Background: an optimization exercise with open tools, aiming at small area and a short achievable clock period. Do not read the settings as production practice.
RTL that was checked went through simulation tests only; none was proved equivalent to the original.
Power and IR drop assume default switching activity.

== v33 ==
==> flow/design.v <==
module ks_sum #(parameter N = 25, parameter L = 5) (
	input  wire [N-1:0] g,
	input  wire [N-1:0] p,
	input  wire         cin,
	output wire [N-1:0] s
);
	wire [N-1:0] gg [0:L];
	wire [N-1:0] pp [0:L];
	assign gg[0] = g;
	assign pp[0] = p;
	genvar k, i;
	generate
		for (k = 0; k < L; k = k + 1) begin : lvl
			for (i = 0; i < N; i = i + 1) begin : bit_
				if (i >= (1 << k)) begin : comb
					assign gg[k+1][i] = gg[k][i] | (pp[k][i] & gg[k][i - (1 << k)]);
					assign pp[k+1][i] = pp[k][i] & pp[k][i - (1 << k)];
				end else begin : pass
					assign gg[k+1][i] = gg[k][i];
					assign pp[k+1][i] = pp[k][i];
				end
			end
		end
	endgenerate
	assign s = p ^ {gg[L][N-2:0], cin};
endmodule
module ks_add #(parameter N = 8, parameter L = 3) (
	input  wire [N-1:0] a,
	input  wire [N-1:0] b,
	input  wire         cin,
	output wire [N-1:0] s,
	output wire         cout
);
	wire [N-1:0] p = a ^ b;
	wire [N-1:0] g [0:L];
	wire [N-1:0] q [0:L];
	assign g[0] = {(a[N-1:1] & b[N-1:1]), (a[0] & b[0]) | (p[0] & cin)};
	assign q[0] = p;
	genvar k, i;
	generate
		for (k = 0; k < L; k = k + 1) begin : lvl
			for (i = 0; i < N; i = i + 1) begin : bit_
				if (i >= (1 << k)) begin : comb
					assign g[k+1][i] = g[k][i] | (q[k][i] & g[k][i - (1 << k)]);
					assign q[k+1][i] = q[k][i] & q[k][i - (1 << k)];
				end else begin : pass
					assign g[k+1][i] = g[k][i];
					assign q[k+1][i] = q[k][i];
				end
			end
		end
	endgenerate
	assign s = p ^ {g[L][N-2:0], cin};
	assign cout = g[L][N-1];
endmodule
module lzc25(
	input  wire [24:0] v,
	output wire [4:0]  n
);
	wire [31:0] x = {v, 7'h7f};
	wire [15:0] z1;             
	wire [15:0] c1;             
	genvar i;
	generate
		for (i = 0; i < 16; i = i + 1) begin : l1
			assign z1[i] = ~(x[2*i+1] | x[2*i]);
			assign c1[i] = ~x[2*i+1];
		end
	endgenerate
	wire [7:0] z2;
	wire [1:0] c2 [0:7];
	generate
		for (i = 0; i < 8; i = i + 1) begin : l2
			assign z2[i] = z1[2*i+1] & z1[2*i];
			assign c2[i] = z1[2*i+1] ? {1'b1, c1[2*i]} : {1'b0, c1[2*i+1]};
		end
	endgenerate
	wire [3:0] z3;
	wire [2:0] c3 [0:3];
	generate
		for (i = 0; i < 4; i = i + 1) begin : l3
			assign z3[i] = z2[2*i+1] & z2[2*i];
			assign c3[i] = z2[2*i+1] ? {1'b1, c2[2*i]} : {1'b0, c2[2*i+1]};
		end
	endgenerate
	wire [1:0] z4;
	wire [3:0] c4 [0:1];
	generate
		for (i = 0; i < 2; i = i + 1) begin : l4
			assign z4[i] = z3[2*i+1] & z3[2*i];
			assign c4[i] = z3[2*i+1] ? {1'b1, c3[2*i]} : {1'b0, c3[2*i+1]};
		end
	endgenerate
	assign n = z4[1] ? {1'b1, c4[0]} : {1'b0, c4[1]};
endmodule
module float_addsub(
	input wire clk,
	input wire [31:0] v1,
	input wire [31:0] v2,
	input wire op,
	output wire [31:0] vres
);
	wire        s1 = v1[31];
	wire        s2 = v2[31] ^ op;
	wire [7:0]  e1 = v1[30:23];
	wire [7:0]  e2 = v2[30:23];
	wire        sub = s1 ^ s2;
	wire [30:0] bg = v1[30:0] & ~v2[30:0];
	wire [30:0] be = ~(v1[30:0] ^ v2[30:0]);
	function automatic [1:0] cmpc(input [1:0] hi, input [1:0] lo);  
		cmpc = {hi[1] | (hi[0] & lo[1]), hi[0] & lo[0]};
	endfunction
	function automatic [1:0] cmp8(input [7:0] g, input [7:0] e);
		reg [1:0] a0, a1, a2, a3, b0, b1;
		begin
			a0 = cmpc({g[1], e[1]}, {g[0], e[0]});
			a1 = cmpc({g[3], e[3]}, {g[2], e[2]});
			a2 = cmpc({g[5], e[5]}, {g[4], e[4]});
			a3 = cmpc({g[7], e[7]}, {g[6], e[6]});
			b0 = cmpc(a1, a0);
			b1 = cmpc(a3, a2);
			cmp8 = cmpc(b1, b0);
		end
	endfunction
	wire [1:0] ce  = cmp8(bg[30:23], be[30:23]);
	wire [1:0] cf2 = cmp8(bg[22:15], be[22:15]);
	wire [1:0] cf1 = cmp8(bg[14:7], be[14:7]);
	wire [1:0] cf0 = cmp8({bg[6:0], 1'b0}, {be[6:0], 1'b1});
	wire [1:0] cf  = cmpc(cf2, cmpc(cf1, cf0));
	wire        gt = ce[1] | (ce[0] & cf[1]);    
	wire        eq = ce[0] & cf[0];
	wire [7:0]  d12;
	wire        c12;
	ks_add #(8, 3) ad12(.a(e1), .b(~e2), .cin(1'b1), .s(d12), .cout(c12));
	reg         r1_s1, r1_eqs, r1_sub, r1_gt, r1_gtn;
	reg  [7:0]  r1_e;
	reg  [22:0] r1_f1, r1_f2;
	reg  [7:0]  r1_d12;
	reg         r1_c12;
	always @(posedge clk) begin
		r1_s1   <= s1;
		r1_eqs  <= eq & sub;                
		r1_sub  <= sub;
		r1_gt   <= gt;                      
		r1_gtn  <= ~gt;                     
		r1_e    <= ce[1] ? e1 : e2;
		r1_f1   <= v1[22:0];
		r1_f2   <= v2[22:0];
		r1_d12  <= d12;                     
		r1_c12  <= c12;                     
	end
	wire        neg = ~r1_c12;
	wire [7:0]  d;
	genvar k;
	assign d[0] = r1_d12[0];
	generate
		for (k = 1; k < 8; k = k + 1) begin : absd
			assign d[k] = r1_d12[k] ^ (neg & (r1_d12[k-1:0] != 0));
		end
	endgenerate
	wire        ez = (r1_e == d);
	wire        far = ez | (d[7:5] != 3'd0) | (d[4:3] == 2'b11);
	wire [22:0] fb = r1_gt ? r1_f1 : r1_f2;
	wire [23:0] x0 = {1'b1, r1_gtn ? r1_f1 : r1_f2};
	wire [23:0] x1 = d[0] ? {1'b0, x0[23:1]} : x0;
	wire [23:0] x2 = d[1] ? {2'b0, x1[23:2]} : x1;
	reg         r2_s, r2_sub;
	reg  [7:0]  r2_e;
	reg  [22:0] r2_fb;
	reg  [23:0] r2_x;
	reg  [2:0]  r2_sh;
	always @(posedge clk) begin
		r2_s    <= (r1_gt ? r1_s1 : r1_s1 ^ r1_sub) & ~r1_eqs;
		r2_sub  <= r1_sub;
		r2_e    <= r1_e + 8'd1;
		r2_fb   <= fb;
		r2_x    <= x2 & {24{~far}};
		r2_sh   <= d[4:2];
	end
	wire [23:0] x3 = r2_sh[0] ? {4'b0, r2_x[23:4]} : r2_x;
	wire [23:0] x4 = r2_sh[1] ? {8'b0, x3[23:8]} : x3;
	wire [23:0] x5 = r2_sh[2] ? {16'b0, x4[23:16]} : x4;
	wire        hb = (r2_e != 8'd1);
	wire [24:0] opa = {1'b0, hb, r2_fb & {23{hb}}};
	wire [24:0] opb = {r2_sub, x5 ^ {24{r2_sub}}};
	wire [24:0] gen = {opa[24:1] & opb[24:1], (opa[0] & opb[0]) | ((opa[0] ^ opb[0]) & r2_sub)};
	wire [24:0] pro = opa ^ opb;
	reg         r3_s, r3_cin;
	reg  [7:0]  r3_e;
	reg  [24:0] r3_g, r3_p;
	always @(posedge clk) begin
		r3_s    <= r2_s;
		r3_cin  <= r2_sub;
		r3_e    <= r2_e;
		r3_g    <= gen;
		r3_p    <= pro;
	end
	wire [24:0] sum;
	ks_sum #(25, 5) addm(.g(r3_g), .p(r3_p), .cin(r3_cin), .s(sum));
	reg         r4_s;
	reg  [7:0]  r4_e;
	reg  [24:0] r4_r;
	always @(posedge clk) begin
		r4_s    <= r3_s;
		r4_e    <= r3_e;
		r4_r    <= sum;
	end
	wire [4:0] lz;
	lzc25 lzm(.v(r4_r), .n(lz));
	reg         r5_s;
	reg  [7:0]  r5_e;
	reg  [24:0] r5_r;
	reg  [4:0]  r5_lz;
	always @(posedge clk) begin
		r5_s    <= r4_s;
		r5_e    <= r4_e;
		r5_r    <= r4_r;
		r5_lz   <= lz;
	end
	wire [24:0] n0 = r5_lz[4] ? {r5_r[8:0], 16'b0} : r5_r;
	wire [24:0] n1 = r5_lz[3] ? {n0[16:0], 8'b0} : n0;
	wire [24:0] n2 = r5_lz[2] ? {n1[20:0], 4'b0} : n1;
	wire [24:0] n3 = r5_lz[1] ? {n2[22:0], 2'b0} : n2;
	wire [24:0] n4 = r5_lz[0] ? {n3[23:0], 1'b0} : n3;
	reg         r6_s;
	reg  [7:0]  r6_e;
	reg  [4:0]  r6_lz;
	reg  [22:0] r6_f;
	always @(posedge clk) begin
		r6_s    <= r5_s;
		r6_e    <= r5_e;
		r6_lz   <= r5_lz;
		r6_f    <= n4[23:1];
	end
	wire [7:0]  ne = (r6_lz == 5'd25) ? 8'd0 : r6_e - {3'b0, r6_lz};
	reg  [31:0] r7;
	always @(posedge clk) begin
		r7 <= {r6_s, ne, r6_f};
	end
	assign vres = r7;
endmodule
export LEC_CHECK = 0
export CAP_MARGIN = 20
export CORE_MARGIN = 2
export CORE_UTILIZATION = 60
export CTS_BUF_LIST = sky130_fd_sc_hd__clkbuf_16
export CTS_CLUSTER_DIAMETER = 100
export CTS_CLUSTER_SIZE = 30
export SETUP_SLACK_MARGIN = 1.95
export SLEW_MARGIN = 20
create_clock -name core_clock -period 4.0 [get_ports {clk}]
standard.sh (not shown) runs the stock make flow with config.mk's settings and CLKGATE_MAP_FILE= SYNTH_SCRIPT=/design/flow/synth_recipe.tcl, a recipe that flattens the netlist after the stock synthesis.
==> flow/flow/run.sh <==
#!/bin/bash
set -euo pipefail
export BUFFER_PORTS_ARGS="-buffer_cell sky130_fd_sc_hd__buf_1"
bash standard.sh > standard_flow.log 2>&1
Relative to v33, the following input files were edited for v19:
--- a/flow/design.v
+++ b/flow/design.v
@@ -130,24 +130,25 @@
 	wire        gt = ce[1] | (ce[0] & cf[1]);    
 	wire        eq = ce[0] & cf[0];
 	wire [7:0]  d12;
 	wire        c12;
 	ks_add #(8, 3) ad12(.a(e1), .b(~e2), .cin(1'b1), .s(d12), .cout(c12));
-	reg         r1_s1, r1_eqs, r1_sub, r1_gt, r1_gtn;
+	wire        ez = (e1 == 8'd0) | (e2 == 8'd0);      
+	reg         r1_s1, r1_eqs, r1_sub, r1_gt, r1_ez;
 	reg  [7:0]  r1_e;
 	reg  [22:0] r1_f1, r1_f2;
 	reg  [7:0]  r1_d12;
 	reg         r1_c12;
 	always @(posedge clk) begin
 		r1_s1   <= s1;
 		r1_eqs  <= eq & sub;                
 		r1_sub  <= sub;
-		r1_gt   <= gt;                      
-		r1_gtn  <= ~gt;                     
+		r1_gt   <= gt;
 		r1_e    <= ce[1] ? e1 : e2;
 		r1_f1   <= v1[22:0];
 		r1_f2   <= v2[22:0];
+		r1_ez   <= ez;
 		r1_d12  <= d12;                     
 		r1_c12  <= c12;                     
 	end
 	wire        neg = ~r1_c12;
 	wire [7:0]  d;
@@ -156,34 +157,34 @@
 	generate
 		for (k = 1; k < 8; k = k + 1) begin : absd
 			assign d[k] = r1_d12[k] ^ (neg & (r1_d12[k-1:0] != 0));
 		end
 	endgenerate
-	wire        ez = (r1_e == d);
-	wire        far = ez | (d[7:5] != 3'd0) | (d[4:3] == 2'b11);
+	wire        far = r1_ez | (d[7:5] != 3'd0) | (d[4:3] == 2'b11);
+	wire        bz = r1_ez & (r1_d12 == 8'd0);         
 	wire [22:0] fb = r1_gt ? r1_f1 : r1_f2;
-	wire [23:0] x0 = {1'b1, r1_gtn ? r1_f1 : r1_f2};
+	wire [23:0] x0 = {1'b1, r1_gt ? r1_f2 : r1_f1};
 	wire [23:0] x1 = d[0] ? {1'b0, x0[23:1]} : x0;
 	wire [23:0] x2 = d[1] ? {2'b0, x1[23:2]} : x1;
-	reg         r2_s, r2_sub;
+	reg         r2_s, r2_sub, r2_hb;
 	reg  [7:0]  r2_e;
 	reg  [22:0] r2_fb;
 	reg  [23:0] r2_x;
 	reg  [2:0]  r2_sh;
 	always @(posedge clk) begin
 		r2_s    <= (r1_gt ? r1_s1 : r1_s1 ^ r1_sub) & ~r1_eqs;
 		r2_sub  <= r1_sub;
+		r2_hb   <= ~bz;                          
 		r2_e    <= r1_e + 8'd1;
-		r2_fb   <= fb;
+		r2_fb   <= fb & {23{~bz}};
 		r2_x    <= x2 & {24{~far}};
 		r2_sh   <= d[4:2];
 	end
 	wire [23:0] x3 = r2_sh[0] ? {4'b0, r2_x[23:4]} : r2_x;
 	wire [23:0] x4 = r2_sh[1] ? {8'b0, x3[23:8]} : x3;
 	wire [23:0] x5 = r2_sh[2] ? {16'b0, x4[23:16]} : x4;
-	wire        hb = (r2_e != 8'd1);
-	wire [24:0] opa = {1'b0, hb, r2_fb & {23{hb}}};
+	wire [24:0] opa = {1'b0, r2_hb, r2_fb};
 	wire [24:0] opb = {r2_sub, x5 ^ {24{r2_sub}}};
 	wire [24:0] gen = {opa[24:1] & opb[24:1], (opa[0] & opb[0]) | ((opa[0] ^ opb[0]) & r2_sub)};
 	wire [24:0] pro = opa ^ opb;
 	reg         r3_s, r3_cin;
 	reg  [7:0]  r3_e;
@@ -220,22 +221,13 @@
 	wire [24:0] n0 = r5_lz[4] ? {r5_r[8:0], 16'b0} : r5_r;
 	wire [24:0] n1 = r5_lz[3] ? {n0[16:0], 8'b0} : n0;
 	wire [24:0] n2 = r5_lz[2] ? {n1[20:0], 4'b0} : n1;
 	wire [24:0] n3 = r5_lz[1] ? {n2[22:0], 2'b0} : n2;
 	wire [24:0] n4 = r5_lz[0] ? {n3[23:0], 1'b0} : n3;
-	reg         r6_s;
-	reg  [7:0]  r6_e;
-	reg  [4:0]  r6_lz;
-	reg  [22:0] r6_f;
-	always @(posedge clk) begin
-		r6_s    <= r5_s;
-		r6_e    <= r5_e;
-		r6_lz   <= r5_lz;
-		r6_f    <= n4[23:1];
-	end
-	wire [7:0]  ne = (r6_lz == 5'd25) ? 8'd0 : r6_e - {3'b0, r6_lz};
-	reg  [31:0] r7;
-	always @(posedge clk) begin
-		r7 <= {r6_s, ne, r6_f};
+	wire [7:0]  ne = (r5_lz == 5'd25) ? 8'd0 : r5_e - {3'b0, r5_lz};
+	reg  [31:0] r6, r7;
+	always @(posedge clk) begin
+		r6 <= {r5_s, ne, n4[23:1]};
+		r7 <= r6;
 	end
 	assign vres = r7;
 endmodule
## What came out
On v19: area of placed instances is 70 µm² lower than what v33 gave.
The higher data arrival time of the critical path came out of v33.
v19 ends up with higher share of total power in combinational logic than v33 does.
v19 -> v33: non-clock buffer area fraction after layout flat
Between v19 and v33, detailed-route wire length is higher for v33, v19 comes in under that.
Flip-flop and latch count for v19: about 1.2% down relative to v33
No functional check of the RTL was part of v33.

[re-timing with driven ports]
No port has a modelled driver above. Below, the same layouts with a new extraction and two added sets of constraints. Step 1 sets driving cells, clkbuf_16 on the clock port and buf_2 on the other inputs (assumed; they add their load-dependent delay and slew). Step 2 times the ports against the registers' clock, not the clock port: input delays grow and output delays shrink by t, the midpoint of the rising clock arrivals with the driver on. Three values: no drivers, after step 1, after step 2; two values: the first two.
| run | t, ns | setup WS [ns] | worst setup path at the end | worst register clock-pin slew, ns | cell pins on the clock port's net |
|---|---|---|---|---|---|
| v33 | 0.538 | 1.905 / 1.905 / 1.567 | input to register | 0.11 / 0.11 | 1 |
| v19 | 0.533 | 2.008 / 2.008 / 1.535 | input to register | 0.11 / 0.11 | 1 |
After both steps setup and hold are still met in every run listed. The setup slack of v19, which loses most, moves by 0.000 ns with the drivers and by -0.473 ns with both steps.
